This design comes from an exercise in tuning for small area and a short achievable clock period on the open sky130 flow, not from production work. At most, simulation tests tie the RTL to the original design; equivalence was not proved.

// processor
module processor(clk,reset,instr,PC,opcode,rd_index,rs_index,rt_index,shamt,constant,address,rd_value,rs_value,rt_value,low_out,high_out,SR);
input clk,reset;
input [15:0] instr;
output [7:0] PC;
output [3:0] opcode;
output [2:0] rd_index, rs_index, rt_index, shamt;
output [5:0] constant;
output [8:0] address;
output [15:0] rd_value,rs_value,rt_value,low_out,high_out,SR;
control_unit cal1(instr,opcode,rd_index,rs_index,rt_index,shamt,constant,address);
wire [3:0] op = opcode;
reg [7:0] pc;
reg [15:0] R [0:7];
reg [15:0] RAM [0:7];
reg [15:0] mul_a, mul_b;    
reg [3:0] flags_q;
wire op_r    = ~op[3];                  
wire op_rs   = ~(op[3] & op[2]);        
wire is_sw   = (op == 4'd11);
wire is_mul  = (op == 4'd3);
wire wr_en   = ~(is_mul | (op[3] & (op[2] | (op[1] & op[0]))));
reg [15:0] rs_v, rt_v, st_v;
integer i;
always @(*) begin
	rs_v = 16'd0;
	rt_v = 16'd0;
	st_v = 16'd0;
	for (i = 0; i < 8; i = i + 1) begin
		rs_v = rs_v | (R[i] & {16{op_rs & (rs_index == i)}});
		rt_v = rt_v | (R[i] & {16{op_r & (rt_index == i)}});
		st_v = st_v | (R[i] & {16{rd_index == i}});
	end
end
assign rs_value = rs_v;
assign rt_value = rt_v;
wire [15:0] sum = rs_v + (rt_v | (op[3] ? {10'd0, constant} : 16'd0));
reg [7:0] cl, ch, r02, r35;
reg carry3, eq_n1, eq_n0x;
reg [15:0] ram_rd;
reg [7:0] ma_hot;
integer v, j;
always @(*) begin
	for (v = 0; v < 8; v = v + 1) begin
		cl[v]  = (constant[2:0] == v);
		ch[v]  = (constant[5:3] == v);
  ...
Size in the first run: roughly 2,800 cells after synthesis, about 300 flip-flops, roughly 150 I/O pins, about 27,000 um2 of cells after synthesis.
==> flow/config.mk <==
export PLATFORM = sky130hd
export DESIGN_NAME = processor
export DESIGN_NICKNAME = processor
export VERILOG_FILES = /design/flow/design.v
export SDC_FILE = /design/flow/constraint.sdc
export NUM_CORES = 4
export LEC_CHECK = 0
export CAP_MARGIN = 20
export CORE_MARGIN = 2
export CORE_UTILIZATION = 55
export SETUP_SLACK_MARGIN = 1.0
export SLEW_MARGIN = 20
==> flow/constraint.sdc <==
create_clock -name core_clock -period 8.5 [get_ports {clk}]
set_input_delay 1.7000 -clock core_clock [delete_from_list [all_inputs] [get_ports {clk}]]
set_output_delay 1.7000 -clock core_clock [all_outputs]
set_load 0.01 [all_outputs]
standard.sh (not shown) runs the stock make flow with config.mk's settings and CLKGATE_MAP_FILE= SYNTH_SCRIPT=/design/flow/synth_recipe.tcl, a recipe that flattens the netlist after the stock synthesis.
==> flow/flow/run.sh <==
#!/bin/bash
# The standard layout (standard.sh), with one change: the port buffers that
# global placement inserts on every input and output are buf_1 cells instead
# of the resizer's default pick (clkdlybuf4s50_1, a delay cell).
set -euo pipefail
export BUFFER_PORTS_ARGS="-buffer_cell sky130_fd_sc_hd__buf_1"
bash standard.sh > standard.log 2>&1
==> next run, changes <==
--- a/flow/design.v
+++ b/flow/design.v
@@ -19,17 +19,17 @@
 output  [3:0] opcode;
 output  [2:0] rd_index,rs_index,rt_index,shamt;
 output [5:0] constant;
 output [8:0] address;
 decode call(instr,opcode,rd_index,rs_index,rt_index,constant,shamt,address);
 endmodule
 `timescale 1ns / 1ps
-module mul16(a, b, p);
+module mul16(a, b, s, c);
 input [15:0] a, b;
-output [31:0] p;
+output [31:0] s, c;
   wire [15:0] pp [0:15];
   genvar gi;
   generate for (gi = 0; gi < 16; gi = gi + 1) begin : g_pp
     assign pp[gi] = b & {16{a[gi]}};
   end endgenerate
   wire t1 = pp[0][13] ^ pp[1][12];
   wire t2 = pp[0][13] & pp[1][12];
@@ -447,17 +447,16 @@
   wire t414 = (t358 & t359) | (t358 & t309) | (t359 & t309);
   wire t415 = t360 ^ t361 ^ pp[15][12];
   wire t416 = (t360 & t361) | (t360 & pp[15][12]) | (t361 & pp[15][12]);
   wire t417 = t362 ^ t363 ^ pp[15][13];
   wire t418 = (t362 & t363) | (t362 & pp[15][13]) | (t363 & pp[15][13]);
   wire t419 = t364 ^ pp[14][15] ^ pp[15][14];
   wire t420 = (t364 & pp[14][15]) | (t364 & pp[15][14]) | (pp[14][15] & pp[15][14]);
-  wire [31:0] ra = {1'b0, t420, t418, t416, t414, t412, t410, t408, t406, t404, t402, t400, t398, t396, t394, t392, t390, t388, t386, t384, t382, t380, t378, t376, t374, t372, t370, t368, t366, t365, pp[0][1], pp[0][0]};
-  wire [31:0] rb = {1'b0, pp[15][15], t419, t417, t415, t413, t411, t409, t407, t405, t403, t401, t399, t397, t395, t393, t391, t389, t387, t385, t383, t381, t379, t377, t375, t373, t371, t369, t367, pp[2][0], pp[1][0], 1'b0};
-  assign p = ra + rb;
+  assign s = {1'b0, t420, t418, t416, t414, t412, t410, t408, t406, t404, t402, t400, t398, t396, t394, t392, t390, t388, t386, t384, t382, t380, t378, t376, t374, t372, t370, t368, t366, t365, pp[0][1], pp[0][0]};
+  assign c = {1'b0, pp[15][15], t419, t417, t415, t413, t411, t409, t407, t405, t403, t401, t399, t397, t395, t393, t391, t389, t387, t385, t383, t381, t379, t377, t375, t373, t371, t369, t367, pp[2][0], pp[1][0], 1'b0};
 endmodule
 `timescale 1ns / 1ps
 `timescale 1ns / 1ps
 module processor(clk,reset,instr,PC,opcode,rd_index,rs_index,rt_index,shamt,constant,address,rd_value,rs_value,rt_value,low_out,high_out,SR);
 input clk,reset;
 input [15:0] instr;
 output [7:0] PC;
@@ -467,15 +466,15 @@
 output [8:0] address;
 output [15:0] rd_value,rs_value,rt_value,low_out,high_out,SR;
 control_unit cal1(instr,opcode,rd_index,rs_index,rt_index,shamt,constant,address);
 wire [3:0] op = opcode;
 reg [7:0] pc;
 reg [15:0] R [0:7];
 reg [15:0] RAM [0:7];
-reg [15:0] mul_a, mul_b;    
+reg [31:0] ps, pc2;    
 reg [3:0] flags_q;
 wire op_r    = ~op[3];                  
 wire op_rs   = ~(op[3] & op[2]);        
 wire is_sw   = (op == 4'd11);
 wire is_mul  = (op == 4'd3);
 wire wr_en   = ~(is_mul | (op[3] & (op[2] | (op[1] & op[0]))));
 reg [15:0] rs_v, rt_v, st_v;
@@ -520,16 +519,17 @@
 			ma_hot[j] = ma_hot[j] | (cl[v] & r02[(j - v) & 7]);
 		ram_rd = ram_rd | (RAM[j] & {16{ma_hot[j]}});
 	end
 end
 wire ones_hi = &rs_v[15:6];
 wire ma_ok = carry3 ? (ones_hi & eq_n1)
                     : (ch[0] ? ~(|rs_v[15:3]) : (ones_hi & eq_n0x));
-wire [31:0] prod;
-mul16 mul(mul_a, mul_b, prod);
+wire [31:0] mul_s, mul_c;
+mul16 mul(rs_v, rt_v, mul_s, mul_c);
+wire [31:0] prod = ps + pc2;
 wire [15:0] lo = prod[15:0];
 wire [15:0] hi = prod[31:16];
 reg [15:0] rdv;
 always @(*) begin
 	case (op)
 	4'd0, 4'd8: rdv = sum;
 	4'd1: rdv = rs_v << shamt;
@@ -552,16 +552,16 @@
 assign low_out = lo;
 assign high_out = hi;
 assign PC = pc;
 integer k;
 always @(posedge clk, posedge reset) begin
 	if (reset) begin
 		pc <= 8'd0;
-		mul_a <= 16'd0;
-		mul_b <= 16'd0;
+		ps <= 32'd0;
+		pc2 <= 32'd0;
 		flags_q <= 4'd0;
 		for (k = 0; k < 8; k = k + 1) R[k] <= 7 - k;
 		RAM[0] <= 16'd1;
 		RAM[1] <= 16'd5;
 		RAM[2] <= 16'd0;
 		RAM[3] <= 16'd0;
 		RAM[4] <= 16'd3;
@@ -569,16 +569,16 @@
 		RAM[6] <= 16'd1;
 		RAM[7] <= 16'd1;
 	end else begin
 		if (pc > 8'd14) pc <= 8'd0;
 		else if (op[3] & op[2] & ~(op[1] & op[0])) pc <= pc + address[7:0];
 		else pc <= pc + 8'd1;
 		if (is_mul) begin
-			mul_a <= rs_v;
-			mul_b <= rt_v;
+			ps <= mul_s;
+			pc2 <= mul_c;
 		end
 		flags_q <= flags;
 		if (wr_en) R[rd_index] <= rdv;
 		for (k = 0; k < 8; k = k + 1)
 			if (is_sw & ma_ok & ma_hot[k]) RAM[k] <= st_v;
 	end
 end
The new run completed with no timing, DRC or antenna violations. Via count increases by about 4%. Maximum frequency increases by about 10%. Cell count increases by 2.3%. Setup slack gets better by 0.75 ns. Global-route usage increases by 1.4 points. Routed wire length increases by 3.5%. Design area decreases by about 3.3%. Synthesized cell count increases by 6.7%. Synthesized area stays flat. Die area barely changes.
Only the layout flow was run in the first run of this note; the RTL was not checked for function there.

## static timing again, ports no longer ideal
Ports are ideal in the flow. The routed layouts listed here were re-timed in OpenROAD. Step 1, drivers: a clkbuf_16 drives clk and a buf_2 each remaining input, both assumed. Step 2, shift: input delay + t, output delay - t, t = (earliest + latest rising clock arrival at the registers) / 2. This alone moves slack from input paths to output paths. Slacks: ideal ports / drivers / drivers and shift; pairs: ideal ports / drivers.
| run | t (ns) | setup WS [ns] | worst slew at a driven data input, ns |
|---|---|---|---|
| the first run | 0.615 | 0.238 / 0.180 / 0.235 | 0.08 |
| the second run | 0.653 | 0.990 / 0.939 / 0.933 | 0.06 |
After both steps every run listed still meets setup and hold. The setup slack of the second run, which loses most, moves by -0.051 ns with the drivers and by -0.057 ns with both steps.
